From an optimization exercise on the open Yosys and OpenROAD flow, aimed at small area, a short achievable clock period and few clock cycles per item; shortcuts taken in it are not production practice. RTL that was checked went through simulation tests only; none was proved equivalent to the original. Function not checked in runs 1 to 3: the RTL went through the layout flow alone.

--- flow/run.sh ---
#!/bin/bash
# synth_recipe.tcl (not shown) runs the flow's synth.tcl, then flattens the netlist and writes it again
# the make line also repeats each setting of config.mk as NAME=value (left out here)
make -C /OpenROAD-flow-scripts/flow DESIGN_CONFIG=/design/flow/config.mk WORK_HOME=/design/flow/orfs CLKGATE_MAP_FILE= SYNTH_SCRIPT=/design/flow/synth_recipe.tcl finish
--- flow/config.mk ---
export PLATFORM = sky130hd
export DESIGN_NAME = fpmultiplier
export DESIGN_NICKNAME = fpmultiplier
export VERILOG_FILES = /design/flow/design.v
export SDC_FILE = /design/flow/constraint.sdc
export NUM_CORES = 4
export LEC_CHECK = 0
export ABC_CLOCK_PERIOD_IN_PS = 3500
export CAP_MARGIN = 20
export CORE_MARGIN = 2
export CORE_UTILIZATION = 40
export PLACE_DENSITY = 0.6
export SETUP_SLACK_MARGIN = 5
export SLEW_MARGIN = 20
--- flow/constraint.sdc ---
create_clock -name core_clock -period 9.0 [get_ports {clock}]
set_input_delay 1.8000 -clock core_clock [delete_from_list [all_inputs] [get_ports {clock}]]
set_output_delay 1.8000 -clock core_clock [all_outputs]
set_load 0.01 [all_outputs]
--- flow/design.v ---
module fpmultiplier (output logic [31:0] product, output logic ready,
		input logic [31:0] a, input logic clock, nreset);
logic s_a, s_b, s_x1, s_x2, s_x3, s_f;
always_ff @(posedge clock, negedge nreset)
  if (~nreset) begin
    s_a <= 1'b0; s_b <= 1'b0; s_x1 <= 1'b0; s_x2 <= 1'b0; s_x3 <= 1'b0; s_f <= 1'b0;
    ready <= 1'b0;
  end else begin
    s_a <= ~(s_a | s_b | s_x1 | s_x2 | s_x3 | s_f);
    s_b <= s_a;
    s_x1 <= s_b;
    s_x2 <= s_x1;
    s_x3 <= s_x2;
    s_f <= s_x3;
    ready <= s_f;
  end
logic [8:0] rse1, rse2;
logic [22:0] ra_f;
always_ff @(posedge clock) begin
  rse1 <= a[31:23];
  rse2 <= rse1;
  if (s_a) ra_f <= a[22:0];
end
logic [22:0] rb;
logic rb_p;
logic [22:0] pf;
always_ff @(posedge clock) begin
  rb[22:16] <= s_f ? pf[22:16] : a[22:16];
  rb[15] <= s_f ? pf[15] : s_b & a[15];
  rb[14:0] <= s_f ? pf[14:0] : s_b ? a[14:0] : rb[22:8];
  rb_p <= ~s_b & rb[7];
end
logic [7:0] ea, eb;
logic za, zb, fa, fb, nana, nanb, infa, infb;
assign ea = rse2[7:0];
assign eb = rse1[7:0];
assign za = (ea == 8'd0);
assign zb = (eb == 8'd0);
assign fa = (ea == 8'hff);
assign fb = (eb == 8'hff);
assign nana = fa & (ra_f != 23'd0);
assign nanb = fb & (rb != 23'd0);
assign infa = fa & (ra_f == 23'd0);
assign infb = fb & (rb == 23'd0);
logic sp_nan, sp_inf, sp_zero, special;
assign sp_nan = nana | nanb | ((infa | infb) & (za | zb));
assign sp_inf = (infa | infb) & ~sp_nan;
assign sp_zero = (za | zb) & ~fa & ~fb;
assign special = fa | fb | za | zb;
logic [8:0] esum;
assign esum = {1'b0, ea} + {1'b0, eb};
logic [7:0] r_e, pe;
logic r_sign, r_nan, r_i0, r_i1, r_z0, r_z1;
always_ff @(posedge clock)
  if (s_x1 | s_f) r_e <= s_f ? pe : esum[7:0] + 8'd129;
always_ff @(posedge clock)
  if (s_x1) begin
    r_sign <= rse2[8] ^ rse1[8];
    r_nan <= sp_nan;
    r_i0 <= sp_nan | sp_inf | (~special & (esum >= 9'd382));
    r_i1 <= sp_nan | sp_inf | (~special & (esum >= 9'd381));
    r_z0 <= sp_zero | (~special & (esum <= 9'd127));
    r_z1 <= sp_zero | (~special & (esum <= 9'd126));
  end
logic [8:0] bw;
assign bw = {rb[7:0], rb_p};
logic [24:0] ma, ma2;
assign ma = {2'b01, ra_f};
assign ma2 = {1'b1, ra_f, 1'b0};
logic [3:0] bone, btwo, bneg, nneg;
assign bone[0] = bw[1] ^ bw[0];
assign btwo[0] = (bw[2] & ~bw[1] & ~bw[0]) | (~bw[2] & bw[1] & bw[0]);
assign bneg[0] = bw[2];
assign nneg[0] = ~bw[2];
assign bone[1] = bw[3] ^ bw[2];
assign btwo[1] = (bw[4] & ~bw[3] & ~bw[2]) | (~bw[4] & bw[3] & bw[2]);
assign bneg[1] = bw[4];
assign nneg[1] = ~bw[4];
assign bone[2] = bw[5] ^ bw[4];
assign btwo[2] = (bw[6] & ~bw[5] & ~bw[4]) | (~bw[6] & bw[5] & bw[4]);
assign bneg[2] = bw[6];
assign nneg[2] = ~bw[6];
assign bone[3] = bw[7] ^ bw[6];
assign btwo[3] = (bw[8] & ~bw[7] & ~bw[6]) | (~bw[8] & bw[7] & bw[6]);
assign bneg[3] = bw[8];
assign nneg[3] = ~bw[8];
logic [24:0] pp0, pp1, pp2, pp3;
assign pp0 = (({25{bone[0]}} & ma) | ({25{btwo[0]}} & ma2)) ^ {25{bneg[0]}};
assign pp1 = (({25{bone[1]}} & ma) | ({25{btwo[1]}} & ma2)) ^ {25{bneg[1]}};
assign pp2 = (({25{bone[2]}} & ma) | ({25{btwo[2]}} & ma2)) ^ {25{bneg[2]}};
assign pp3 = (({25{bone[3]}} & ma) | ({25{btwo[3]}} & ma2)) ^ {25{bneg[3]}};
logic [32:0] acc_s, acc_c;
logic [24:0] as_in, ac_in;
logic [8:0] low;
assign low = {1'b0, acc_s[7:0]} + {1'b0, acc_c[7:0]};
logic cl_in;
assign cl_in = ~s_x1 & low[8];
assign as_in = s_x1 ? 25'd0 : acc_s[32:8];
assign ac_in = s_x1 ? 25'd0 : acc_c[32:8];
logic [23:0] ma_last;
assign ma_last = s_x3 ? {1'b1, ra_f} : 24'd0;
logic ts1, tc1, ts2, tc2, ts3, tc3, ts4, tc4, ts5, tc5, ts6, tc6, ts7, tc7, ts8, tc8, ts9, tc9, ts10, tc10, ts11, tc11, ts12, tc12, ts13, tc13, ts14, tc14, ts15, tc15, ts16, tc16, ts17, tc17, ts18, tc18, ts19, tc19, ts20, tc20, ts21, tc21, ts22, tc22, ts23, tc23, ts24, tc24, ts25, tc25, ts26, tc26, ts27, tc27, ts28, tc28, ts29, tc29, ts30, tc30, ts31, tc31, ts32, tc32, ts33, tc33, ts34, tc34, ts35, tc35, ts36, tc36, ts37, tc37, ts38, tc38, ts39, tc39, ts40, tc40, ts41, tc41, ts42, tc42, ts43, tc43, ts44, tc44, ts45, tc45, ts46, tc46, ts47, tc47, ts48, tc48, ts49, tc49, ts50, tc50, ts51, tc51, ts52, tc52, ts53, tc53, ts54, tc54, ts55, tc55, ts56, tc56, ts57, tc57, ts58, tc58, ts59, tc59, ts60, tc60, ts61, tc61, ts62, tc62, ts63, tc63, ts64, tc64, ts65, tc65, ts66, tc66, ts67, tc67, ts68, tc68, ts69, tc69, ts70, tc70, ts71, tc71, ts72, tc72, ts73, tc73, ts74, tc74, ts75, tc75, ts76, tc76, ts77, tc77, ts78, tc78, ts79, tc79, ts80, tc80, ts81, tc81, ts82, tc82, ts83, tc83, ts84, tc84, ts85, tc85, ts86, tc86, ts87, tc87, ts88, tc88, ts89, tc89, ts90, tc90, ts91, tc91, ts92, tc92, ts93, tc93, ts94, tc94, ts95, tc95, ts96, tc96, ts97, tc97, ts98, tc98, ts99, tc99, ts100, tc100, ts101, tc101, ts102, tc102, ts103, tc103, ts104, tc104, ts105, tc105, ts106, tc106, ts107, tc107, ts108, tc108, ts109, tc109, ts110, tc110, ts111, tc111, ts112, tc112, ts113, tc113, ts114, tc114, ts115, tc115, ts116, tc116, ts117, tc117, ts118, tc118, ts119, tc119, ts120, tc120, ts121, tc121, ts122, tc122, ts123, tc123, ts124, tc124, ts125, tc125, ts126, tc126, ts127, tc127, ts128, tc128, ts129, tc129, ts130, tc130, ts131, tc131, ts132, tc132, ts133, tc133, ts134, tc134;
assign ts1 = as_in[6] ^ ac_in[6];
assign tc1 = as_in[6] & ac_in[6];
assign ts2 = as_in[7] ^ ac_in[7] ^ ma_last[0];
assign tc2 = (as_in[7] & ac_in[7]) | (as_in[7] & ma_last[0]) | (ac_in[7] & ma_last[0]);
assign ts3 = as_in[8] ^ ac_in[8] ^ ma_last[1];
assign tc3 = (as_in[8] & ac_in[8]) | (as_in[8] & ma_last[1]) | (ac_in[8] & ma_last[1]);
assign ts4 = as_in[9] ^ ac_in[9] ^ ma_last[2];
assign tc4 = (as_in[9] & ac_in[9]) | (as_in[9] & ma_last[2]) | (ac_in[9] & ma_last[2]);
assign ts5 = as_in[10] ^ ac_in[10] ^ ma_last[3];
assign tc5 = (as_in[10] & ac_in[10]) | (as_in[10] & ma_last[3]) | (ac_in[10] & ma_last[3]);
assign ts6 = as_in[11] ^ ac_in[11] ^ ma_last[4];
assign tc6 = (as_in[11] & ac_in[11]) | (as_in[11] & ma_last[4]) | (ac_in[11] & ma_last[4]);
assign ts7 = as_in[12] ^ ac_in[12] ^ ma_last[5];
assign tc7 = (as_in[12] & ac_in[12]) | (as_in[12] & ma_last[5]) | (ac_in[12] & ma_last[5]);
assign ts8 = as_in[13] ^ ac_in[13] ^ ma_last[6];
assign tc8 = (as_in[13] & ac_in[13]) | (as_in[13] & ma_last[6]) | (ac_in[13] & ma_last[6]);
assign ts9 = as_in[14] ^ ac_in[14] ^ ma_last[7];
assign tc9 = (as_in[14] & ac_in[14]) | (as_in[14] & ma_last[7]) | (ac_in[14] & ma_last[7]);
assign ts10 = as_in[15] ^ ac_in[15] ^ ma_last[8];
assign tc10 = (as_in[15] & ac_in[15]) | (as_in[15] & ma_last[8]) | (ac_in[15] & ma_last[8]);
assign ts11 = as_in[16] ^ ac_in[16] ^ ma_last[9];
assign tc11 = (as_in[16] & ac_in[16]) | (as_in[16] & ma_last[9]) | (ac_in[16] & ma_last[9]);
assign ts12 = as_in[17] ^ ac_in[17] ^ ma_last[10];
assign tc12 = (as_in[17] & ac_in[17]) | (as_in[17] & ma_last[10]) | (ac_in[17] & ma_last[10]);
assign ts13 = as_in[18] ^ ac_in[18] ^ ma_last[11];
assign tc13 = (as_in[18] & ac_in[18]) | (as_in[18] & ma_last[11]) | (ac_in[18] & ma_last[11]);
assign ts14 = as_in[19] ^ ac_in[19] ^ ma_last[12];
assign tc14 = (as_in[19] & ac_in[19]) | (as_in[19] & ma_last[12]) | (ac_in[19] & ma_last[12]);
assign ts15 = as_in[20] ^ ac_in[20] ^ ma_last[13];
assign tc15 = (as_in[20] & ac_in[20]) | (as_in[20] & ma_last[13]) | (ac_in[20] & ma_last[13]);
assign ts16 = as_in[21] ^ ac_in[21] ^ ma_last[14];
assign tc16 = (as_in[21] & ac_in[21]) | (as_in[21] & ma_last[14]) | (ac_in[21] & ma_last[14]);
assign ts17 = as_in[22] ^ ac_in[22] ^ ma_last[15];
assign tc17 = (as_in[22] & ac_in[22]) | (as_in[22] & ma_last[15]) | (ac_in[22] & ma_last[15]);
assign ts18 = as_in[23] ^ ac_in[23] ^ ma_last[16];
assign tc18 = (as_in[23] & ac_in[23]) | (as_in[23] & ma_last[16]) | (ac_in[23] & ma_last[16]);
assign ts19 = as_in[24] ^ ac_in[24] ^ ma_last[17];
assign tc19 = (as_in[24] & ac_in[24]) | (as_in[24] & ma_last[17]) | (ac_in[24] & ma_last[17]);
assign ts20 = s_x1 ^ ma_last[18];
assign tc20 = s_x1 & ma_last[18];
assign ts21 = as_in[0] ^ ac_in[0];
assign tc21 = as_in[0] & ac_in[0];
assign ts22 = as_in[2] ^ ac_in[2];
assign tc22 = as_in[2] & ac_in[2];
assign ts23 = as_in[3] ^ ac_in[3];
assign tc23 = as_in[3] & ac_in[3];
assign ts24 = as_in[4] ^ ac_in[4] ^ bneg[2];
assign tc24 = (as_in[4] & ac_in[4]) | (as_in[4] & bneg[2]) | (ac_in[4] & bneg[2]);
assign ts25 = pp0[4] ^ pp1[2];
assign tc25 = pp0[4] & pp1[2];
assign ts26 = as_in[5] ^ ac_in[5] ^ pp0[5];
assign tc26 = (as_in[5] & ac_in[5]) | (as_in[5] & pp0[5]) | (ac_in[5] & pp0[5]);
assign ts27 = pp1[3] ^ pp2[1];
assign tc27 = pp1[3] & pp2[1];
assign ts28 = ts1 ^ bneg[3] ^ pp0[6];
assign tc28 = (ts1 & bneg[3]) | (ts1 & pp0[6]) | (bneg[3] & pp0[6]);
assign ts29 = pp1[4] ^ pp2[2] ^ pp3[0];
assign tc29 = (pp1[4] & pp2[2]) | (pp1[4] & pp3[0]) | (pp2[2] & pp3[0]);
assign ts30 = tc1 ^ ts2 ^ pp0[7];
assign tc30 = (tc1 & ts2) | (tc1 & pp0[7]) | (ts2 & pp0[7]);
assign ts31 = pp1[5] ^ pp2[3] ^ pp3[1];
assign tc31 = (pp1[5] & pp2[3]) | (pp1[5] & pp3[1]) | (pp2[3] & pp3[1]);
assign ts32 = ts3 ^ tc2 ^ pp0[8];
assign tc32 = (ts3 & tc2) | (ts3 & pp0[8]) | (tc2 & pp0[8]);
assign ts33 = pp1[6] ^ pp2[4] ^ pp3[2];
assign tc33 = (pp1[6] & pp2[4]) | (pp1[6] & pp3[2]) | (pp2[4] & pp3[2]);
assign ts34 = ts4 ^ tc3 ^ pp0[9];
assign tc34 = (ts4 & tc3) | (ts4 & pp0[9]) | (tc3 & pp0[9]);
assign ts35 = pp1[7] ^ pp2[5] ^ pp3[3];
assign tc35 = (pp1[7] & pp2[5]) | (pp1[7] & pp3[3]) | (pp2[5] & pp3[3]);
assign ts36 = ts5 ^ tc4 ^ pp0[10];
assign tc36 = (ts5 & tc4) | (ts5 & pp0[10]) | (tc4 & pp0[10]);
assign ts37 = pp1[8] ^ pp2[6] ^ pp3[4];
assign tc37 = (pp1[8] & pp2[6]) | (pp1[8] & pp3[4]) | (pp2[6] & pp3[4]);
assign ts38 = ts6 ^ tc5 ^ pp0[11];
assign tc38 = (ts6 & tc5) | (ts6 & pp0[11]) | (tc5 & pp0[11]);
assign ts39 = pp1[9] ^ pp2[7] ^ pp3[5];
assign tc39 = (pp1[9] & pp2[7]) | (pp1[9] & pp3[5]) | (pp2[7] & pp3[5]);
assign ts40 = ts7 ^ tc6 ^ pp0[12];
assign tc40 = (ts7 & tc6) | (ts7 & pp0[12]) | (tc6 & pp0[12]);
assign ts41 = pp1[10] ^ pp2[8] ^ pp3[6];
assign tc41 = (pp1[10] & pp2[8]) | (pp1[10] & pp3[6]) | (pp2[8] & pp3[6]);
assign ts42 = ts8 ^ tc7 ^ pp0[13];
assign tc42 = (ts8 & tc7) | (ts8 & pp0[13]) | (tc7 & pp0[13]);
assign ts43 = pp1[11] ^ pp2[9] ^ pp3[7];
assign tc43 = (pp1[11] & pp2[9]) | (pp1[11] & pp3[7]) | (pp2[9] & pp3[7]);
assign ts44 = ts9 ^ tc8 ^ pp0[14];
assign tc44 = (ts9 & tc8) | (ts9 & pp0[14]) | (tc8 & pp0[14]);
assign ts45 = pp1[12] ^ pp2[10] ^ pp3[8];
assign tc45 = (pp1[12] & pp2[10]) | (pp1[12] & pp3[8]) | (pp2[10] & pp3[8]);
assign ts46 = ts10 ^ tc9 ^ pp0[15];
assign tc46 = (ts10 & tc9) | (ts10 & pp0[15]) | (tc9 & pp0[15]);
assign ts47 = pp1[13] ^ pp2[11] ^ pp3[9];
assign tc47 = (pp1[13] & pp2[11]) | (pp1[13] & pp3[9]) | (pp2[11] & pp3[9]);
assign ts48 = ts11 ^ tc10 ^ pp0[16];
assign tc48 = (ts11 & tc10) | (ts11 & pp0[16]) | (tc10 & pp0[16]);
assign ts49 = pp1[14] ^ pp2[12] ^ pp3[10];
assign tc49 = (pp1[14] & pp2[12]) | (pp1[14] & pp3[10]) | (pp2[12] & pp3[10]);
assign ts50 = ts12 ^ tc11 ^ pp0[17];
assign tc50 = (ts12 & tc11) | (ts12 & pp0[17]) | (tc11 & pp0[17]);
assign ts51 = pp1[15] ^ pp2[13] ^ pp3[11];
assign tc51 = (pp1[15] & pp2[13]) | (pp1[15] & pp3[11]) | (pp2[13] & pp3[11]);
assign ts52 = ts13 ^ tc12 ^ pp0[18];
assign tc52 = (ts13 & tc12) | (ts13 & pp0[18]) | (tc12 & pp0[18]);
assign ts53 = pp1[16] ^ pp2[14] ^ pp3[12];
assign tc53 = (pp1[16] & pp2[14]) | (pp1[16] & pp3[12]) | (pp2[14] & pp3[12]);
assign ts54 = ts14 ^ tc13 ^ pp0[19];
assign tc54 = (ts14 & tc13) | (ts14 & pp0[19]) | (tc13 & pp0[19]);
assign ts55 = pp1[17] ^ pp2[15] ^ pp3[13];
assign tc55 = (pp1[17] & pp2[15]) | (pp1[17] & pp3[13]) | (pp2[15] & pp3[13]);
assign ts56 = ts15 ^ tc14 ^ pp0[20];
assign tc56 = (ts15 & tc14) | (ts15 & pp0[20]) | (tc14 & pp0[20]);
assign ts57 = pp1[18] ^ pp2[16] ^ pp3[14];
assign tc57 = (pp1[18] & pp2[16]) | (pp1[18] & pp3[14]) | (pp2[16] & pp3[14]);
assign ts58 = ts16 ^ tc15 ^ pp0[21];
assign tc58 = (ts16 & tc15) | (ts16 & pp0[21]) | (tc15 & pp0[21]);
assign ts59 = pp1[19] ^ pp2[17] ^ pp3[15];
assign tc59 = (pp1[19] & pp2[17]) | (pp1[19] & pp3[15]) | (pp2[17] & pp3[15]);
assign ts60 = ts17 ^ tc16 ^ pp0[22];
assign tc60 = (ts17 & tc16) | (ts17 & pp0[22]) | (tc16 & pp0[22]);
assign ts61 = pp1[20] ^ pp2[18] ^ pp3[16];
assign tc61 = (pp1[20] & pp2[18]) | (pp1[20] & pp3[16]) | (pp2[18] & pp3[16]);
assign ts62 = ts18 ^ tc17 ^ pp0[23];
assign tc62 = (ts18 & tc17) | (ts18 & pp0[23]) | (tc17 & pp0[23]);
assign ts63 = pp1[21] ^ pp2[19] ^ pp3[17];
assign tc63 = (pp1[21] & pp2[19]) | (pp1[21] & pp3[17]) | (pp2[19] & pp3[17]);
assign ts64 = ts19 ^ tc18 ^ pp0[24];
assign tc64 = (ts19 & tc18) | (ts19 & pp0[24]) | (tc18 & pp0[24]);
assign ts65 = pp1[22] ^ pp2[20] ^ pp3[18];
assign tc65 = (pp1[22] & pp2[20]) | (pp1[22] & pp3[18]) | (pp2[20] & pp3[18]);
assign ts66 = ts20 ^ nneg[0] ^ tc19;
assign tc66 = (ts20 & nneg[0]) | (ts20 & tc19) | (nneg[0] & tc19);
assign ts67 = pp1[23] ^ pp2[21] ^ pp3[19];
assign tc67 = (pp1[23] & pp2[21]) | (pp1[23] & pp3[19]) | (pp2[21] & pp3[19]);
assign ts68 = 1'b1 ^ ma_last[19] ^ tc20;
assign tc68 = (1'b1 & ma_last[19]) | (1'b1 & tc20) | (ma_last[19] & tc20);
assign ts69 = pp1[24] ^ pp2[22] ^ pp3[20];
assign tc69 = (pp1[24] & pp2[22]) | (pp1[24] & pp3[20]) | (pp2[22] & pp3[20]);
assign ts70 = ma_last[20] ^ nneg[1] ^ pp2[23];
assign tc70 = (ma_last[20] & nneg[1]) | (ma_last[20] & pp2[23]) | (nneg[1] & pp2[23]);
assign ts71 = 1'b1 ^ ma_last[21];
assign tc71 = 1'b1 & ma_last[21];
assign ts72 = ts21 ^ bneg[0];
assign tc72 = ts21 & bneg[0];
assign ts73 = as_in[1] ^ ac_in[1] ^ tc21;
assign tc73 = (as_in[1] & ac_in[1]) | (as_in[1] & tc21) | (ac_in[1] & tc21);
assign ts74 = ts22 ^ bneg[1] ^ pp0[2];
assign tc74 = (ts22 & bneg[1]) | (ts22 & pp0[2]) | (bneg[1] & pp0[2]);
assign ts75 = ts23 ^ tc22 ^ pp0[3];
assign tc75 = (ts23 & tc22) | (ts23 & pp0[3]) | (tc22 & pp0[3]);
assign ts76 = tc23 ^ ts24 ^ pp2[0];
assign tc76 = (tc23 & ts24) | (tc23 & pp2[0]) | (ts24 & pp2[0]);
assign ts77 = tc24 ^ ts27 ^ tc25;
assign tc77 = (tc24 & ts27) | (tc24 & tc25) | (ts27 & tc25);
assign ts78 = tc27 ^ ts28 ^ ts29;
assign tc78 = (tc27 & ts28) | (tc27 & ts29) | (ts28 & ts29);
assign ts79 = ts30 ^ ts31 ^ tc28;
assign tc79 = (ts30 & ts31) | (ts30 & tc28) | (ts31 & tc28);
assign ts80 = ts32 ^ ts33 ^ tc30;
assign tc80 = (ts32 & ts33) | (ts32 & tc30) | (ts33 & tc30);
assign ts81 = ts34 ^ ts35 ^ tc32;
assign tc81 = (ts34 & ts35) | (ts34 & tc32) | (ts35 & tc32);
assign ts82 = ts36 ^ ts37 ^ tc34;
assign tc82 = (ts36 & ts37) | (ts36 & tc34) | (ts37 & tc34);
assign ts83 = ts38 ^ ts39 ^ tc36;
assign tc83 = (ts38 & ts39) | (ts38 & tc36) | (ts39 & tc36);
assign ts84 = ts40 ^ ts41 ^ tc38;
assign tc84 = (ts40 & ts41) | (ts40 & tc38) | (ts41 & tc38);
assign ts85 = ts42 ^ ts43 ^ tc40;
assign tc85 = (ts42 & ts43) | (ts42 & tc40) | (ts43 & tc40);
assign ts86 = ts44 ^ ts45 ^ tc42;
assign tc86 = (ts44 & ts45) | (ts44 & tc42) | (ts45 & tc42);
assign ts87 = ts46 ^ ts47 ^ tc44;
assign tc87 = (ts46 & ts47) | (ts46 & tc44) | (ts47 & tc44);
assign ts88 = ts48 ^ ts49 ^ tc46;
assign tc88 = (ts48 & ts49) | (ts48 & tc46) | (ts49 & tc46);
assign ts89 = ts50 ^ ts51 ^ tc48;
assign tc89 = (ts50 & ts51) | (ts50 & tc48) | (ts51 & tc48);
assign ts90 = ts52 ^ ts53 ^ tc50;
assign tc90 = (ts52 & ts53) | (ts52 & tc50) | (ts53 & tc50);
assign ts91 = ts54 ^ ts55 ^ tc52;
assign tc91 = (ts54 & ts55) | (ts54 & tc52) | (ts55 & tc52);
assign ts92 = ts56 ^ ts57 ^ tc54;
assign tc92 = (ts56 & ts57) | (ts56 & tc54) | (ts57 & tc54);
assign ts93 = ts58 ^ ts59 ^ tc56;
assign tc93 = (ts58 & ts59) | (ts58 & tc56) | (ts59 & tc56);
assign ts94 = ts60 ^ ts61 ^ tc58;
assign tc94 = (ts60 & ts61) | (ts60 & tc58) | (ts61 & tc58);
assign ts95 = ts62 ^ ts63 ^ tc60;
assign tc95 = (ts62 & ts63) | (ts62 & tc60) | (ts63 & tc60);
assign ts96 = ts64 ^ ts65 ^ tc62;
assign tc96 = (ts64 & ts65) | (ts64 & tc62) | (ts65 & tc62);
assign ts97 = ts66 ^ ts67 ^ tc64;
assign tc97 = (ts66 & ts67) | (ts66 & tc64) | (ts67 & tc64);
assign ts98 = ts68 ^ tc66 ^ ts69;
assign tc98 = (ts68 & tc66) | (ts68 & ts69) | (tc66 & ts69);
assign ts99 = tc68 ^ pp3[21] ^ ts70;
assign tc99 = (tc68 & pp3[21]) | (tc68 & ts70) | (pp3[21] & ts70);
assign ts100 = ts71 ^ pp2[24] ^ pp3[22];
assign tc100 = (ts71 & pp2[24]) | (ts71 & pp3[22]) | (pp2[24] & pp3[22]);
assign ts101 = ma_last[22] ^ tc71 ^ nneg[2];
assign tc101 = (ma_last[22] & tc71) | (ma_last[22] & nneg[2]) | (tc71 & nneg[2]);
assign ts102 = 1'b1 ^ ma_last[23];
assign tc102 = 1'b1 & ma_last[23];
assign ts103 = cl_in ^ ts72;
assign tc103 = cl_in & ts72;
assign ts104 = tc72 ^ ts73 ^ pp0[1];
assign tc104 = (tc72 & ts73) | (tc72 & pp0[1]) | (ts73 & pp0[1]);
assign ts105 = tc73 ^ pp1[0] ^ ts74;
assign tc105 = (tc73 & pp1[0]) | (tc73 & ts74) | (pp1[0] & ts74);
assign ts106 = pp1[1] ^ ts75 ^ tc74;
assign tc106 = (pp1[1] & ts75) | (pp1[1] & tc74) | (ts75 & tc74);
assign ts107 = ts25 ^ ts76 ^ tc75;
assign tc107 = (ts25 & ts76) | (ts25 & tc75) | (ts76 & tc75);
assign ts108 = ts26 ^ tc76 ^ ts77;
assign tc108 = (ts26 & tc76) | (ts26 & ts77) | (tc76 & ts77);
assign ts109 = tc26 ^ tc77 ^ ts78;
assign tc109 = (tc26 & tc77) | (tc26 & ts78) | (tc77 & ts78);
assign ts110 = tc29 ^ ts79 ^ tc78;
assign tc110 = (tc29 & ts79) | (tc29 & tc78) | (ts79 & tc78);
assign ts111 = tc31 ^ ts80 ^ tc79;
assign tc111 = (tc31 & ts80) | (tc31 & tc79) | (ts80 & tc79);
assign ts112 = tc33 ^ ts81 ^ tc80;
assign tc112 = (tc33 & ts81) | (tc33 & tc80) | (ts81 & tc80);
assign ts113 = tc35 ^ ts82 ^ tc81;
assign tc113 = (tc35 & ts82) | (tc35 & tc81) | (ts82 & tc81);
assign ts114 = tc37 ^ ts83 ^ tc82;
assign tc114 = (tc37 & ts83) | (tc37 & tc82) | (ts83 & tc82);
assign ts115 = tc39 ^ ts84 ^ tc83;
assign tc115 = (tc39 & ts84) | (tc39 & tc83) | (ts84 & tc83);
assign ts116 = tc41 ^ ts85 ^ tc84;
assign tc116 = (tc41 & ts85) | (tc41 & tc84) | (ts85 & tc84);
assign ts117 = tc43 ^ ts86 ^ tc85;
assign tc117 = (tc43 & ts86) | (tc43 & tc85) | (ts86 & tc85);
assign ts118 = tc45 ^ ts87 ^ tc86;
assign tc118 = (tc45 & ts87) | (tc45 & tc86) | (ts87 & tc86);
assign ts119 = tc47 ^ ts88 ^ tc87;
assign tc119 = (tc47 & ts88) | (tc47 & tc87) | (ts88 & tc87);
assign ts120 = tc49 ^ ts89 ^ tc88;
assign tc120 = (tc49 & ts89) | (tc49 & tc88) | (ts89 & tc88);
assign ts121 = tc51 ^ ts90 ^ tc89;
assign tc121 = (tc51 & ts90) | (tc51 & tc89) | (ts90 & tc89);
assign ts122 = tc53 ^ ts91 ^ tc90;
assign tc122 = (tc53 & ts91) | (tc53 & tc90) | (ts91 & tc90);
assign ts123 = tc55 ^ ts92 ^ tc91;
assign tc123 = (tc55 & ts92) | (tc55 & tc91) | (ts92 & tc91);
assign ts124 = tc57 ^ ts93 ^ tc92;
assign tc124 = (tc57 & ts93) | (tc57 & tc92) | (ts93 & tc92);
assign ts125 = tc59 ^ ts94 ^ tc93;
assign tc125 = (tc59 & ts94) | (tc59 & tc93) | (ts94 & tc93);
assign ts126 = tc61 ^ ts95 ^ tc94;
assign tc126 = (tc61 & ts95) | (tc61 & tc94) | (ts95 & tc94);
assign ts127 = tc63 ^ ts96 ^ tc95;
assign tc127 = (tc63 & ts96) | (tc63 & tc95) | (ts96 & tc95);
assign ts128 = tc65 ^ ts97 ^ tc96;
assign tc128 = (tc65 & ts97) | (tc65 & tc96) | (ts97 & tc96);
assign ts129 = tc67 ^ ts98 ^ tc97;
assign tc129 = (tc67 & ts98) | (tc67 & tc97) | (ts98 & tc97);
assign ts130 = tc69 ^ ts99 ^ tc98;
assign tc130 = (tc69 & ts99) | (tc69 & tc98) | (ts99 & tc98);
assign ts131 = ts100 ^ tc70 ^ tc99;
assign tc131 = (ts100 & tc70) | (ts100 & tc99) | (tc70 & tc99);
assign ts132 = ts101 ^ pp3[23] ^ tc100;
assign tc132 = (ts101 & pp3[23]) | (ts101 & tc100) | (pp3[23] & tc100);
assign ts133 = ts102 ^ pp3[24] ^ tc101;
assign tc133 = (ts102 & pp3[24]) | (ts102 & tc101) | (pp3[24] & tc101);
assign ts134 = tc102 ^ nneg[3];
assign tc134 = tc102 & nneg[3];
always_ff @(posedge clock) begin
  acc_s <= {1'b1, ts134, ts133, ts132, ts131, ts130, ts129, ts128, ts127, ts126, ts125, ts124, ts123, ts122, ts121, ts120, ts119, ts118, ts117, ts116, ts115, ts114, ts113, ts112, ts111, ts110, ts109, ts108, ts107, ts106, ts105, ts104, ts103};
  acc_c <= {tc134, tc133, tc132, tc131, tc130, tc129, tc128, tc127, tc126, tc125, tc124, tc123, tc122, tc121, tc120, tc119, tc118, tc117, tc116, tc115, tc114, tc113, tc112, tc111, tc110, tc109, tc108, tc107, tc106, tc105, tc104, tc103, pp0[0]};
end
logic [31:0] p;
assign p = acc_s[31:0] + acc_c[31:0];
logic hi, zr, ir;
assign hi = p[31];
assign zr = hi ? r_z1 : r_z0;
assign ir = hi ? r_i1 : r_i0;
assign pe = zr ? 8'd0 : ir ? 8'hff : (hi ? r_e + 8'd1 : r_e);
assign pf = (zr | ir) ? {22'd0, r_nan} : (hi ? p[30:8] : p[29:7]);
assign product = {r_sign, r_e, rb};
endmodule
==> flow_summary.ini, run 1 <==
[placement]
io_buffers = 66
place_congestion = 0.909
dp_hpwl_um = 28200
dpl.cell_count = 1869
place_area_um2 = 13700

[logic_synthesis]
synth_top_area_frac = 0.188
ys_async_sr_fraction = 0.0464
synth_area_um2 = 12900
yosysUniqueCellTypes = 69
ys_seq_area_frac = 0.265
ys.flop_type = dfxtp_1
syn_nets = 1726
synth_edf_count = 37
synth_top_cell_by_area = fa_1
ys_warn_count = 1
syn_avg_cell_area_um2 = 8.51
ys_ff_latch = 151
synth_area_leaders = fa_1 19%, dfxtp_1 17%, edfxtp_1 8.6%
synth_cells = 1518

[critical_path]
path_buf_inv = 1
reg2reg_slack_ps = 5160
worst_path_largest_cell_delay_ps = 840
cp.arrival_ps = 4150
path_cells = and2_1 > nand2_1 > a21oi_1 > o21ai_0 > fa_1 > fa_1 > inv_1 > fa_1
cp.required_ps = 9310
r2r_start = rb[2]$_DFF_P_
r2r_end = acc_s[10]$_DFF_P_
path_class = register to register
crit_top_cell = fa_1
startpoint_type = register
crit_fanout = 21
end_kind = register
worst_path_max_delay_cell = and2_1
reg2regPathDepth = 8
path_delay_family = adder cells

[timing]
rsz0062_at_grt = no
period_share = 0.426
final-hold-violation-count = 0
setup_violations = 0
fin_skew_ps = 15.0
tightest_slew_ps = 1050
hold_ws_ps = 371
maxSlewHeadroom = 0.295
finalSetupTns_ps = 0
drv_slew = 0
finalCriticalPeriod_ps = 3840
max_freq_ghz = 0.261

[route]
avgViaCountPerCell = 5.75
wirelength_um = 38400
antenna_left = 0
wire_per_inst_um = 20.2
drcViolationCount = 0
drtIter0Drc = 1030
vias = 10927
drt_first_pass_iters = 6

[die]
rows = 65
die_w_um = 184
pin_count = 67
start_util = 0.407
coreArea_um2 = 31700
die_h_um = 184
die-area_um2 = 33700

[grt]
grt_overflow_total = 0
grt_start_max_net_pins = 54
grt_pass1_wl_um = 60100
grt_pass1_vias = 10564
grt_usage = 0.231
antenna_found_initial = 0

[layout]
fin_nets = 1695
final_area_um2 = 14300
drive_above_1_share = 0.0493
final_cells = 1902
antennaDiodeCount = 0
nFillCells = 3068
syn_to_final_growth_pct = 11.0

[status]
status = complete, no violations

[clocking]
clockBufferDepth = 2
clk_latency_ps = 440
clockRootBuffer = clkbuf_16
htreeDepth = 4
cts.sinks = 151
cts_tree = built
ctsHoldBuffers = 0
path_clk_slew_ps = 60
cts_buffers = 17
ctsResizeCount = 0
post_cts_buffers = 0

[min_path]
hold_depth = 0
min_path_type = register to register
hold_path_startpoint = s_x2$_DFF_PN0_
min_to = s_x3$_DFF_PN0_

[flow_run]
drv_cap = 0
-- worst reg2reg max path, delay by kind of cell (launching register included) --
kind,cells,cell delay (ps)
AOI/OAI and AO/OA,2,360
adders and majority gates,3,1550
DFF,1,790
buffers and inverters,1,60
and+or+nand+nor,2,960
-- how the worst max path moves through the flow --
stage               slack [ps]  cells after the start            from           endpoint
floorplan                 5830                      8  s_x1$_DFF_PN0_  acc_s[10]$_DFF_P_
global placement          5180                      8   rb[2]$_DFF_P_  acc_s[10]$_DFF_P_
detailed placement        5120                      8   rb[2]$_DFF_P_  acc_s[10]$_DFF_P_
CTS                       5100                      8   rb[2]$_DFF_P_  acc_s[10]$_DFF_P_
global route              5060                      8   rb[2]$_DFF_P_   acc_s[9]$_DFF_P_
finish                    5160                      8   rb[2]$_DFF_P_  acc_s[10]$_DFF_P_
-- layer usage --
layer | share of wire | track usage | vias up | routed length, µm
met5 | 0 | 0 | - | 0
met2 | 0.49 | 0.384 | 434 | 18600
li1 | - | - | 5089 | -
met4 | 0.030 | 0.0826 | 0 | 1130
met1 | 0.42 | 0.306 | 5332 | 16200
met3 | 0.064 | 0.0368 | 72 | 2450
-- kinds of logic after synthesis --
group / count (synthesis) / share of synthesized area
and+or+nand+nor: 436 / 0.159
buffers and inverters: 270 / 0.0812
adders and majority gates: 175 / 0.240
muxes: 28 / 0.0221
DFF: 151 / 0.265
xor gates and xnor gates: 50 / 0.0339
AOI/OAI and AO/OA: 408 / 0.199
-- layout by cell type, fill, tap and decap left out, types with 6 or more instances in the layout --
cell	netlist	final
nand2_1	212	210
inv_1	139	139
a21oi_1	125	125
fa_1	121	121
dfxtp_1	107	107
o21ai_0	95	95
a22oi_1	78	78
clkdlybuf4s50_1	0	66
nor2_1	60	56
ha_1	53	53
nor2b_1	51	51
edfxtp_1	37	37
mux2i_1	27	27
and2_1	26	26
xor2_1	26	26
xnor2_1	24	24
o22ai_1	22	22
clkbuf_16	0	18
nand3_1	16	16
nand4_1	14	14
nor4_1	14	14
buf_4	7	14
a21o_1	13	13
a221oi_1	12	12
nor3_1	11	11
nand2b_1	7	7
o21a_1	6	6
-- cell usage after synthesis, types with 5 or more instances --
library cell,number
nand2_1,212
inv_1,139
a21oi_1,125
fa_1,121
clkbuf_1,108
dfxtp_1,107
o21ai_0,95
a22oi_1,78
nor2_1,60
ha_1,53
nor2b_1,51
edfxtp_1,37
mux2i_1,27
and2_1,26
xor2_1,26
xnor2_1,24
o22ai_1,22
nand3_1,16
nand4_1,14
nor4_1,14
a21o_1,13
a221oi_1,12
nor3_1,11
buf_1,9
buf_2,7
buf_4,7
dfrtp_1,7
nand2b_1,7
o21a_1,6
a211oi_1,5
a31oi_1,5
and2_0,5
and3_1,5
-- layout make-up --
type                            instances  area [µm²]  area share
Clock buffer                           22         505      0.0353
Sequential cell                       151        3430       0.239
Multi-Input combinational cell       1097        8470       0.590
Timing Repair Buffer                   81         786      0.0548
Tap cell                              402         503      0.0351
Clock inverter                         10         128     0.00890
Inverter                              139         522      0.0364
-- through the flow --
stage	setup slack [ps]	util
after global placement	5180	0.431
after floorplan	5830	-
after detailed placement	5120	0.431
after CTS	5100	0.451
after global routing	5060	0.452
final	5160	0.452
-- sequential cells by signal, summed over array words and instances, names as in the netlist, 8 cells and up --
name and count:
ra_f 23, acc_s 32, r_e 8, acc_c 33, rb 23, rse1 9
rse2 9
==> inputs of run 2 (changes only) <==
--- a/flow/config.mk
+++ b/flow/config.mk
@@ -5,10 +5,8 @@
 export SDC_FILE = /design/flow/constraint.sdc
 export NUM_CORES = 4
 export LEC_CHECK = 0
-export ABC_CLOCK_PERIOD_IN_PS = 3500
 export CAP_MARGIN = 20
 export CORE_MARGIN = 2
 export CORE_UTILIZATION = 40
 export PLACE_DENSITY = 0.6
-export SETUP_SLACK_MARGIN = 5
 export SLEW_MARGIN = 20
==> run 2 against run 1 <==
  * Setup slack got worse by 200 ps
  * Synthesized area did not move
  * Critical endpoint unchanged
  * Wire length about the same
  * Largest cell class unchanged
  * Highest routed layer unchanged
  * Fmax fell by 4.9%
  * Utilization about the same
  * First-iteration DRC count decreased by 0.29%
  * Synthesized cell count unchanged
  * Clock skew is 1.3 ps higher
==> flow_summary.ini, run 2 <==
[critical_path]
crit_fanout = 23
worst_path_largest_cell_delay_ps = 790
startpoint_type = register
crit_top_cell = fa_1
cp.arrival_ps = 4340
end_kind = register
path_delay_family = adder cells
path_class = register to register
path_buf_inv = 1
path_cells = nand2_1 > nand2_1 > a21oi_1 > o21ai_0 > fa_1 > fa_1 > inv_1 > fa_1
cp.required_ps = 9310
worst_path_max_delay_cell = dfxtp_1

[grt]
grt_usage = 0.231
grt_overflow_total = 0
grt_start_max_net_pins = 54
grt_pass1_vias = 10564
antenna_found_initial = 0
grt_pass1_wl_um = 60100

[clocking]
clockRootBuffer = clkbuf_16
post_cts_buffers = 0
ctsHoldBuffers = 0
htreeDepth = 4
cts_buffers = 17
cts.sinks = 151
clockBufferDepth = 2
clk_latency_ps = 450
ctsResizeCount = 0
cts_tree = built
path_clk_slew_ps = 60

[timing]
max_freq_ghz = 0.248
rsz0062_at_grt = no
drv_slew = 0
fin_skew_ps = 16.3
final-hold-violation-count = 0
period_share = 0.448
finalSetupTns_ps = 0
finalCriticalPeriod_ps = 4030
maxSlewHeadroom = 0.289
finalWorstSetupSlack_ps = 4970
tightest_slew_ps = 1060
setup_violations = 0

[route]
drt_first_pass_iters = 8
wire_per_inst_um = 20.2
avgViaCountPerCell = 5.76
drcViolationCount = 0
drtIter0Drc = 1027
antenna_left = 0
wirelength_um = 38400
vias = 10955

[logic_synthesis]
syn_avg_cell_area_um2 = 8.51
ys_ff_latch = 151
ys_warn_count = 1
synth_top_area_frac = 0.188
synth_top_cell_by_area = fa_1
synth_edf_count = 37
syn_nets = 1726
ys_async_sr_fraction = 0.0464
synth_area_leaders = fa_1 19%, dfxtp_1 17%, edfxtp_1 8.6%
synth_most_common_cell = nand2_1
synth_area_um2 = 12900
synth_top_cells_by_count = 212 x nand2_1, 139 x inv_1, 125 x a21oi_1
synth_cells = 1518
ys_seq_area_frac = 0.265
yosysUniqueCellTypes = 69
ys.flop_type = dfxtp_1

[die]
pin_count = 67
die_w_um = 184
start_util = 0.407
die_h_um = 184
die-area_um2 = 33700
coreArea_um2 = 31700
rows = 65

[layout]
antennaDiodeCount = 0
drive_above_1_share = 0.0480
syn_to_final_growth_pct = 11.0
regMostFlops = acc_c
largest_reg_flops = 33
reg_top3 = acc_c x33, acc_s x32
fin_nets = 1695
layout.cells.most_common = nand2_1
nFillCells = 3069
final_cell_mix = 212 x nand2_1, 139 x inv_1, 125 x a21oi_1
fin_util = 0.452

[placement]
dp_slack_ps = 5120
place_congestion = 0.909
io_buffers = 66
dp_hpwl_um = 28200

[status]
status = complete, no violations

[min_path]
min_path_type = register to register

[flow_run]
drv_cap = 0
==> run 2: cell count changes in the layout (fill, tap and decap cells not counted) <==
cell | previous run | this run
nand2_2 | 3 | 1
nand2_1 | 210 | 212
==> run 2: final cells by class <==
type / instances / area [µm²] / share of cell area
multi-input cells: 1097 / 8460 / 0.590
flip-flops and latches: 151 / 3430 / 0.239
repair buffers: 81 / 786 / 0.0548
inverters: 139 / 522 / 0.0364
clock buffers: 22 / 505 / 0.0353
well taps: 402 / 503 / 0.0351
clock inverters: 10 / 128 / 0.00890
==> run 2: cell families after synthesis <==
family | Yosys count | share of synthesized area
fa+ha+maj | 175 | 0.240
buf+inv | 270 | 0.0812
mux | 28 | 0.0221
simple gates | 436 | 0.159
flops | 151 | 0.265
compound gates | 408 | 0.199
xor+xnor | 50 | 0.0339
==> run 2: final timing paths <==
check,slack [ps],start,end,depth (start not counted)
setup / recovery,4970,rb[2]$_DFF_P_,acc_s[10]$_DFF_P_,8
hold / removal,370,s_x2$_DFF_PN0_,s_x3$_DFF_PN0_,0
setup reg to reg,4970,rb[2]$_DFF_P_,acc_s[10]$_DFF_P_,8
hold reg to reg,370,s_x2$_DFF_PN0_,s_x3$_DFF_PN0_,0
max in group asynchronous,7120,nreset,s_a$_DFF_PN0_,1
min in group asynchronous,1620,nreset,s_x3$_DFF_PN0_,1
==> run 2: routing by layer <==
metal | up-vias | part of all wire | GRT usage
met2 | 424 | 0.49 | 0.384
met1 | 5377 | 0.42 | 0.306
met5 | - | 0 | 0
li1 | 5089 | - | -
met3 | 65 | 0.063 | 0.0368
met4 | 0 | 0.029 | 0.0826
==> run 2: through the flow <==
stage	hold slack (ps)	instances	cell area (µm²)
after detailed placement	360	1869	13700
after global routing	383	1902	14300
after floorplan	349	1518	12900
after CTS	374	1901	14300
final	371	1902	14300
after global placement	356	1869	13700
==> inputs of run 3 (changes only) <==
==> flow/flow/run.sh (new file) <==
#!/bin/bash
# The standard layout flow (standard.sh), run with a larger setup margin
# for the resizer's timing repair. Clock, constraints and every step are
# otherwise unchanged.
set -euo pipefail
MARGIN=${MARGIN:-6}
sed -E "s/SETUP_SLACK_MARGIN=[-0-9.]+/SETUP_SLACK_MARGIN=$MARGIN/" standard.sh > standard_margin.sh
grep -q "SETUP_SLACK_MARGIN=$MARGIN" standard_margin.sh
bash standard_margin.sh > standard.log 2>&1
==> flow/standard.sh (new file) <==
#!/bin/bash
# synth_recipe.tcl (not shown) runs the flow's synth.tcl, then flattens the netlist and writes it again
# the make line also repeats each setting of config.mk as NAME=value (left out here)
make -C /OpenROAD-flow-scripts/flow DESIGN_CONFIG=/design/flow/config.mk WORK_HOME=/design/flow/orfs CLKGATE_MAP_FILE= SYNTH_SCRIPT=/design/flow/synth_recipe.tcl "${@:-finish}"
--- a/flow/config.mk
+++ b/flow/config.mk
@@ -5,8 +5,10 @@
 export SDC_FILE = /design/flow/constraint.sdc
 export NUM_CORES = 4
 export LEC_CHECK = 0
+export ABC_CLOCK_PERIOD_IN_PS = 3500
 export CAP_MARGIN = 20
 export CORE_MARGIN = 2
 export CORE_UTILIZATION = 40
 export PLACE_DENSITY = 0.6
+export SETUP_SLACK_MARGIN = 5
 export SLEW_MARGIN = 20
removed: flow/run.sh
==> run 3 against run 2 <==
  * Critical path type unchanged
  * Die area stayed put
  * Global-route usage rose by 5.5 points
  * Critical endpoint is now acc_s[13]$_DFF_P_
  * Clock-buffer cell count is 5 lower
  * Largest cell class unchanged
  * Cell count is 7.3% higher
  * Wire length is 28% higher
==> flow_summary.ini, run 3 <==
[status]
status = complete, no violations

[logic_synthesis]
synth_edf_count = 37
yosysUniqueCellTypes = 69
ys_warn_count = 1
synth_top_area_frac = 0.188
ys_async_sr_fraction = 0.0464
syn_nets = 1726
synth_most_common_cell = nand2_1
synth_area_leaders = fa_1 19%, dfxtp_1 17%, edfxtp_1 8.6%
synth_area_um2 = 12900
syn_avg_cell_area_um2 = 8.51
ys_ff_latch = 151
ys_seq_area_frac = 0.265
synth_cells = 1518
synth_top_cells_by_count = 212 x nand2_1, 139 x inv_1, 125 x a21oi_1
ys.flop_type = dfxtp_1
synth_top_cell_by_area = fa_1

[clocking]
clockBufferDepth = 2
cts_tree = built
cts.sinks = 151
clk_latency_ps = 450
path_clk_slew_ps = 70
ctsHoldBuffers = 0
clockRootBuffer = clkbuf_16
cts_buffers = 17
htreeDepth = 4

[critical_path]
crit_fanout = 6
worst_path_largest_cell_delay_ps = 540
path_class = register to register
end_kind = register
path_cells = buf_8 > buf_12 > buf_6 > nor2b_4 > fa_1 > inv_2 > fa_2 > fa_1 > inv_2 > fa_2
path_delay_family = adder cells
cp.arrival_ps = 3570
startpoint_type = register
cp.required_ps = 9380
path_buf_inv = 5
worst_path_max_delay_cell = dfrtp_4

[route]
drtIter0Drc = 1537
wire_per_inst_um = 24.0
drt_first_pass_iters = 6
avgViaCountPerCell = 6.08
vias = 12406
wirelength_um = 49100
drcViolationCount = 0
antenna_left = 0

[layout]
regMostFlops = acc_c
layout.cells.most_common = nand2_1
drive_above_1_share = 0.245
multi_input_area_um2 = 9440
fin_nets = 1834
reg_top3 = acc_c x33, acc_s x32
syn_to_final_growth_pct = 31.8
antennaDiodeCount = 0
seqCellArea_um2 = 3470
final_cell_mix = 208 x nand2_1, 118 x a21oi_1, 117 x inv_1
final_area_um2 = 17000
final_cells = 2041
nFillCells = 2792
largest_reg_flops = 33

[die]
die_h_um = 184
pin_count = 67
die_w_um = 184
die-area_um2 = 33700
start_util = 0.407
rows = 65
coreArea_um2 = 31700

[placement]
place_congestion = 0.866
dp_slack_ps = 5130
dp_hpwl_um = 28200
io_buffers = 66
place_area_um2 = 13700
dpl.cell_count = 1870

[grt]
grt_start_max_net_pins = 46
grt_pass1_vias = 11931
grt_pass1_wl_um = 72000
grt_overflow_total = 0
grt_usage = 0.286
antenna_found_initial = 2

[timing]
drv_slew = 0
finalCriticalPeriod_ps = 3190
rsz0062_at_grt = yes
tightest_slew_ps = 1080
setup_violations = 0
period_share = 0.355
maxSlewHeadroom = 0.283
final-hold-violation-count = 0
finalSetupTns_ps = 0
max_freq_ghz = 0.313
fin_skew_ps = 17.9
finalWorstSetupSlack_ps = 5810

[min_path]
min_path_type = register to register

[flow_run]
drv_cap = 0
==> run 3: changes by cell type in the layout (fill, tap and decap cells not counted), moves of 27 or more <==
cell             before  now
o21ai_0              95   50
clkdlybuf4s50_1      66   33
dlygate4sd2_1         0   27
fa_1                121   94
nor2b_1              51   17
buf_4                14   87
fa_2                  0   27
nor2b_4               0   29
==> run 3: repair_timing <==
item / 4_1_cts / 5_1_grt
resized for setup: 332 / 105
setup endpoints to repair: 124 / 87
cloned: 24 / 2
setup buffers: 97 / 16
pin swaps: 98 / 51
==> run 3: metrics by stage <==
stage | hold WS, ps | util
2_1_floorplan | 349 | -
3_3_place_gp | 356 | 0.431
6_report | 365 | 0.537
5_1_grt | 382 | 0.537
4_1_cts | 368 | 0.520
3_5_place_dp | 359 | 0.431
==> run 3: kinds of logic after synthesis <==
| family | after synthesis | synth area share |
|---|---|---|
| flops | 151 | 0.265 |
| compound gates | 408 | 0.199 |
| buf+inv | 270 | 0.0812 |
| simple gates | 436 | 0.159 |
| xor+xnor | 50 | 0.0339 |
| mux | 28 | 0.0221 |
| fa+ha+maj | 175 | 0.240 |
==> run 3: layout make-up <==
cell class                      count  share of cell area
Multi-Input combinational cell   1103               0.554
Sequential cell                   151               0.204
Timing Repair Buffer              214               0.147
Inverter                          139              0.0308
Tap cell                          402              0.0295
Clock buffer                       17              0.0250
Clock inverter                     15             0.00962
==> run 3: worst paths after layout <==
kind / slack [ps] / cells after the start / from / endpoint
hold reg to reg: 360 / 0 / rse1[8]$_DFF_P_ / rse2[8]$_DFF_P_
hold / removal: 360 / 0 / rse1[8]$_DFF_P_ / rse2[8]$_DFF_P_
min in group asynchronous: 1600 / 1 / nreset / ready$_DFF_PN0_
max in group asynchronous: 7140 / 1 / nreset / s_x3$_DFF_PN0_
setup reg to reg: 5810 / 10 / s_x1$_DFF_PN0_ / acc_s[13]$_DFF_P_
setup / recovery: 5810 / 10 / s_x1$_DFF_PN0_ / acc_s[13]$_DFF_P_
==> run 3: per-layer routing <==
layer / vias to the layer above / share of wire / track usage
met5: - / 0 / 0
met4: 0 / 0.060 / 0.136
met3: 220 / 0.099 / 0.0685
met2: 755 / 0.45 / 0.457
met1: 6052 / 0.39 / 0.366
li1: 5379 / - / -
==> run 3: worst reg2reg max path, stage by stage, from the launching register on <==
cell and delay, ps:
dfrtp_4 540, buf_8 160, buf_12 140, buf_6 130, nor2b_4 100, fa_1 460
inv_2 90, fa_2 430, fa_1 520, inv_2 40, fa_2 520
==> inputs of run 4 (changes only) <==
--- a/flow/design.v
+++ b/flow/design.v
@@ -21,15 +21,54 @@
   rse2 <= rse1;
   if (s_a) ra_f <= a[22:0];
 end
-logic [22:0] rb;
-logic rb_p;
+logic [35:0] enc, dg;
+logic [23:0] fb_ext;
+assign fb_ext = {a[22:0], 1'b0};
+assign enc[0] = fb_ext[1] ^ fb_ext[0];
+assign enc[1] = (fb_ext[2] & ~fb_ext[1] & ~fb_ext[0]) | (~fb_ext[2] & fb_ext[1] & fb_ext[0]);
+assign enc[2] = fb_ext[2];
+assign enc[3] = fb_ext[3] ^ fb_ext[2];
+assign enc[4] = (fb_ext[4] & ~fb_ext[3] & ~fb_ext[2]) | (~fb_ext[4] & fb_ext[3] & fb_ext[2]);
+assign enc[5] = fb_ext[4];
+assign enc[6] = fb_ext[5] ^ fb_ext[4];
+assign enc[7] = (fb_ext[6] & ~fb_ext[5] & ~fb_ext[4]) | (~fb_ext[6] & fb_ext[5] & fb_ext[4]);
+assign enc[8] = fb_ext[6];
+assign enc[9] = fb_ext[7] ^ fb_ext[6];
+assign enc[10] = (fb_ext[8] & ~fb_ext[7] & ~fb_ext[6]) | (~fb_ext[8] & fb_ext[7] & fb_ext[6]);
+assign enc[11] = fb_ext[8];
+assign enc[12] = fb_ext[9] ^ fb_ext[8];
+assign enc[13] = (fb_ext[10] & ~fb_ext[9] & ~fb_ext[8]) | (~fb_ext[10] & fb_ext[9] & fb_ext[8]);
+assign enc[14] = fb_ext[10];
+assign enc[15] = fb_ext[11] ^ fb_ext[10];
+assign enc[16] = (fb_ext[12] & ~fb_ext[11] & ~fb_ext[10]) | (~fb_ext[12] & fb_ext[11] & fb_ext[10]);
+assign enc[17] = fb_ext[12];
+assign enc[18] = fb_ext[13] ^ fb_ext[12];
+assign enc[19] = (fb_ext[14] & ~fb_ext[13] & ~fb_ext[12]) | (~fb_ext[14] & fb_ext[13] & fb_ext[12]);
+assign enc[20] = fb_ext[14];
+assign enc[21] = fb_ext[15] ^ fb_ext[14];
+assign enc[22] = (fb_ext[16] & ~fb_ext[15] & ~fb_ext[14]) | (~fb_ext[16] & fb_ext[15] & fb_ext[14]);
+assign enc[23] = fb_ext[16];
+assign enc[24] = fb_ext[17] ^ fb_ext[16];
+assign enc[25] = (fb_ext[18] & ~fb_ext[17] & ~fb_ext[16]) | (~fb_ext[18] & fb_ext[17] & fb_ext[16]);
+assign enc[26] = fb_ext[18];
+assign enc[27] = fb_ext[19] ^ fb_ext[18];
+assign enc[28] = (fb_ext[20] & ~fb_ext[19] & ~fb_ext[18]) | (~fb_ext[20] & fb_ext[19] & fb_ext[18]);
+assign enc[29] = fb_ext[20];
+assign enc[30] = fb_ext[21] ^ fb_ext[20];
+assign enc[31] = (fb_ext[22] & ~fb_ext[21] & ~fb_ext[20]) | (~fb_ext[22] & fb_ext[21] & fb_ext[20]);
+assign enc[32] = fb_ext[22];
+assign enc[33] = fb_ext[23] ^ fb_ext[22];
+assign enc[34] = fb_ext[23] & fb_ext[22];
+assign enc[35] = 1'b0;
 logic [22:0] pf;
 always_ff @(posedge clock) begin
-  rb[22:16] <= s_f ? pf[22:16] : a[22:16];
-  rb[15] <= s_f ? pf[15] : s_b & a[15];
-  rb[14:0] <= s_f ? pf[14:0] : s_b ? a[14:0] : rb[22:8];
-  rb_p <= ~s_b & rb[7];
+  dg[35:24] <= enc[35:24];
+  dg[23] <= s_b ? enc[23] : dg[35];
+  dg[22:12] <= s_f ? pf[22:12] : s_b ? enc[22:12] : dg[34:24];
+  dg[11:0] <= s_f ? pf[11:0] : s_b ? enc[11:0] : dg[23:12];
 end
+logic bnz;
+assign bnz = |(dg[35:0] & 36'o333333333333);
 logic [7:0] ea, eb;
 logic za, zb, fa, fb, nana, nanb, infa, infb;
 assign ea = rse2[7:0];
@@ -39,9 +78,9 @@
 assign fa = (ea == 8'hff);
 assign fb = (eb == 8'hff);
 assign nana = fa & (ra_f != 23'd0);
-assign nanb = fb & (rb != 23'd0);
+assign nanb = fb & bnz;
 assign infa = fa & (ra_f == 23'd0);
-assign infb = fb & (rb == 23'd0);
+assign infb = fb & ~bnz;
 logic sp_nan, sp_inf, sp_zero, special;
 assign sp_nan = nana | nanb | ((infa | infb) & (za | zb));
 assign sp_inf = (infa | infb) & ~sp_nan;
@@ -62,28 +101,26 @@
     r_z0 <= sp_zero | (~special & (esum <= 9'd127));
     r_z1 <= sp_zero | (~special & (esum <= 9'd126));
   end
-logic [8:0] bw;
-assign bw = {rb[7:0], rb_p};
 logic [24:0] ma, ma2;
 assign ma = {2'b01, ra_f};
 assign ma2 = {1'b1, ra_f, 1'b0};
 logic [3:0] bone, btwo, bneg, nneg;
-assign bone[0] = bw[1] ^ bw[0];
-assign btwo[0] = (bw[2] & ~bw[1] & ~bw[0]) | (~bw[2] & bw[1] & bw[0]);
-assign bneg[0] = bw[2];
-assign nneg[0] = ~bw[2];
-assign bone[1] = bw[3] ^ bw[2];
-assign btwo[1] = (bw[4] & ~bw[3] & ~bw[2]) | (~bw[4] & bw[3] & bw[2]);
-assign bneg[1] = bw[4];
-assign nneg[1] = ~bw[4];
-assign bone[2] = bw[5] ^ bw[4];
-assign btwo[2] = (bw[6] & ~bw[5] & ~bw[4]) | (~bw[6] & bw[5] & bw[4]);
-assign bneg[2] = bw[6];
-assign nneg[2] = ~bw[6];
-assign bone[3] = bw[7] ^ bw[6];
-assign btwo[3] = (bw[8] & ~bw[7] & ~bw[6]) | (~bw[8] & bw[7] & bw[6]);
-assign bneg[3] = bw[8];
-assign nneg[3] = ~bw[8];
+assign bone[0] = dg[0];
+assign btwo[0] = dg[1];
+assign bneg[0] = dg[2];
+assign nneg[0] = ~dg[2];
+assign bone[1] = dg[3];
+assign btwo[1] = dg[4];
+assign bneg[1] = dg[5];
+assign nneg[1] = ~dg[5];
+assign bone[2] = dg[6];
+assign btwo[2] = dg[7];
+assign bneg[2] = dg[8];
+assign nneg[2] = ~dg[8];
+assign bone[3] = dg[9];
+assign btwo[3] = dg[10];
+assign bneg[3] = dg[11];
+assign nneg[3] = ~dg[11];
 logic [24:0] pp0, pp1, pp2, pp3;
 assign pp0 = (({25{bone[0]}} & ma) | ({25{btwo[0]}} & ma2)) ^ {25{bneg[0]}};
 assign pp1 = (({25{bone[1]}} & ma) | ({25{btwo[1]}} & ma2)) ^ {25{bneg[1]}};
@@ -380,5 +417,5 @@
 assign ir = hi ? r_i1 : r_i0;
 assign pe = zr ? 8'd0 : ir ? 8'hff : (hi ? r_e + 8'd1 : r_e);
 assign pf = (zr | ir) ? {22'd0, r_nan} : (hi ? p[30:8] : p[29:7]);
-assign product = {r_sign, r_e, rb};
+assign product = {r_sign, r_e, dg[22:0]};
 endmodule
==> flow/run.sh (new file) <==
#!/bin/bash
# synth_recipe.tcl (not shown) runs the flow's synth.tcl, then flattens the netlist and writes it again
# the make line also repeats each setting of config.mk as NAME=value (left out here)
make -C /OpenROAD-flow-scripts/flow DESIGN_CONFIG=/design/flow/config.mk WORK_HOME=/design/flow/orfs CLKGATE_MAP_FILE= SYNTH_SCRIPT=/design/flow/synth_recipe.tcl finish
removed: flow/flow/run.sh
removed: flow/standard.sh
==> run 4 against run 3 <==
  * Wire length decreased by 31%
  * Critical path depth down 8
  * Cell count down 19%
  * Sequential cell count is 11 higher
  * Worst hold slack improved by 2.5 ps
  * First-iteration DRC count fell by 59%
  * Non-clock buffer count down 133
  * Via count shrank 28%
  * Register-to-register slack worse by 470 ps
  * Clock skew decreased by 5.5 ps
  * Critical path type is now register to output pin
==> flow_summary.ini, run 4 <==
[status]
status = complete, no violations

[min_path]
hold_path_startpoint = rse1[8]$_DFF_P_
min_path_type = register to register

[timing]
finalSetupTns_ps = 0
finalCriticalPeriod_ps = 3890
period_share = 0.432
drv_slew = 0
max_freq_ghz = 0.257
final-hold-violation-count = 0
rsz0062_at_grt = no
tightest_slew_ps = 1120
fin_skew_ps = 12.4
setup_violations = 0
maxSlewHeadroom = 0.251

[placement]
dp_hpwl_um = 25000
io_buffers = 66
place_area_um2 = 13100
place_congestion = 0.869

[layout]
antennaDiodeCount = 0
layout.cells.most_common = xnor2_1
final_cell_mix = 127 x xnor2_1, 122 x inv_1, 121 x fa_1
drive_above_1_share = 0.0526
final_area_um2 = 13700
fin_nets = 1450
reg_top3 = acc_c x33, acc_s x32
regMostFlops = acc_c
syn_to_final_growth_pct = 10.7
largest_reg_flops = 33

[logic_synthesis]
ys_warn_count = 1
ys_async_sr_fraction = 0.0432
synth_top_cells_by_count = 127 x xnor2_1, 122 x inv_1, 121 x fa_1
yosysUniqueCellTypes = 66
synth_area_um2 = 12300
syn_avg_cell_area_um2 = 9.90
ys_ff_latch = 162
synth_most_common_cell = xnor2_1
synth_area_leaders = fa_1 20%, dfxtp_1 19%, xnor2_1 9.0%
synth_top_cell_by_area = fa_1
synth_edf_count = 37
synth_top_area_frac = 0.196
ys_seq_area_frac = 0.296
synth_cells = 1247
syn_nets = 1456
ys.flop_type = dfxtp_1

[die]
die-area_um2 = 32300
die_w_um = 180
start_util = 0.405
coreArea_um2 = 30500
pin_count = 67
die_h_um = 180
rows = 64

[grt]
grt_usage = 0.213
antenna_found_initial = 0
grt_overflow_total = 0
grt_pass1_wl_um = 53300
grt_start_max_net_pins = 41
grt_pass1_vias = 9184

[critical_path]
end_kind = output pin
cp-startpoint = product[1]$_DFF_P_
cp.arrival_ps = 2090
r2r_start = acc_s[6]$_DFF_P_
crit_fanout = 15
cp.required_ps = 7200
startpoint_type = register
path_class = register to output pin

[route]
vias = 8911
avgViaCountPerCell = 5.40
drtIter0Drc = 627
wl_met3_um = 1450
antenna_left = 0
drt_first_pass_iters = 5
drcViolationCount = 0
wire_per_inst_um = 20.5
dr_wl_met2_um = 16200
highest_layer = met4
wirelength_um = 33800
m1WireLength_um = 15600

[clocking]
cts_tree = built
clockBufferDepth = 2
cts_buffers = 17
htreeDepth = 4
ctsHoldBuffers = 0
clockRootBuffer = clkbuf_16
cts.sinks = 162
post_cts_buffers = 0
ctsResizeCount = 0
clk_latency_ps = 440
path_clk_slew_ps = 70

[flow_run]
drv_cap = 0
## run 4: final timing paths
check | to | slack [ps] | cells past startpoint
min reg2reg | rse2[8]$_DFF_P_ | 370 | 0
max reg2reg | r_e[5]$_DFFE_PP_ | 5340 | 9
max in group asynchronous | s_a$_DFF_PN0_ | 7100 | 1
min | rse2[8]$_DFF_P_ | 370 | 0
min in group asynchronous | ready$_DFF_PN0_ | 1620 | 1
max | product[1] | 5110 | 2
## run 4: cell families after synthesis
| family | after synthesis | synth area share |
|---|---|---|
| AOI/OAI and AO/OA | 262 | 0.146 |
| xor gates and xnor gates | 154 | 0.111 |
| adders and majority gates | 175 | 0.251 |
| buffers and inverters | 229 | 0.0781 |
| DFF | 162 | 0.296 |
| muxes | 14 | 0.0116 |
| and+or+nand+nor | 251 | 0.107 |
## run 4: cell type report
cell class / count / area [µm²]
repair buffers: 81 / 773
clock inverters: 14 / 124
well taps: 396 / 495
flip-flops and latches: 162 / 3650
clock buffers: 18 / 429
fillers: 2861 / 16800
inverters: 123 / 462
multi-input cells: 856 / 7730
## run 4: critical path, stage by stage, from the launching register on
cell	delay, ps
dfxtp_1	760
buf_4	320
clkdlybuf4s50_1	570
## run 4: through the flow
step | worst slack (ps) | instances | hold slack, ps | utilization
4_1_cts | 5120 | 1650 | 368 | 0.448
3_3_place_gp | 5430 | 1618 | 354 | 0.430
5_1_grt | 5070 | 1650 | 381 | 0.448
2_1_floorplan | 5830 | 1247 | 349 | -
6_report | 5110 | 1650 | 367 | 0.448
3_5_place_dp | 5360 | 1618 | 359 | 0.430
## run 4: metal layers
metal	vias up	GRT usage
met2	227	0.350
met4	0	0.0559
li1	4170	-
met3	38	0.0271
met1	4476	0.298
met5	-	0
Testbench counts of run 4, summed over its fixed seeds: cycles 28,000, items 4,000.

==> what the ideal ports hide <==
How much do the figures lean on ideal ports? The routed layouts below were timed once more, with nothing changed but the port constraints. Step 1 (the two cells are an assumption about what drives the block):
set clk [get_ports {clock}]
set_driving_cell -lib_cell sky130_fd_sc_hd__clkbuf_16 $clk
set_driving_cell -lib_cell sky130_fd_sc_hd__buf_2 [delete_from_list [all_inputs] $clk]
Step 2 times the ports against the registers' clock, not the clock port: input delays grow and output delays shrink by t, the midpoint of the rising clock arrivals with the driver on. Slacks: ideal ports / drivers / drivers and shift; pairs: ideal ports / drivers.
run | shift t [ns] | setup slack, ns | worst slew at a driven data input, ns | cell pins on the clock port's net
run 1 | 0.483 | 5.164 / 5.164 / 5.164 | 0.03 | 1
run 2 | 0.484 | 4.965 / 4.965 / 4.965 | 0.03 | 1
run 3 | 0.491 | 5.808 / 5.808 / 5.808 | 0.04 | 1
run 4 | 0.486 | 5.110 / 5.061 / 5.343 | 0.07 | 1
After both steps every run listed still meets setup and hold.
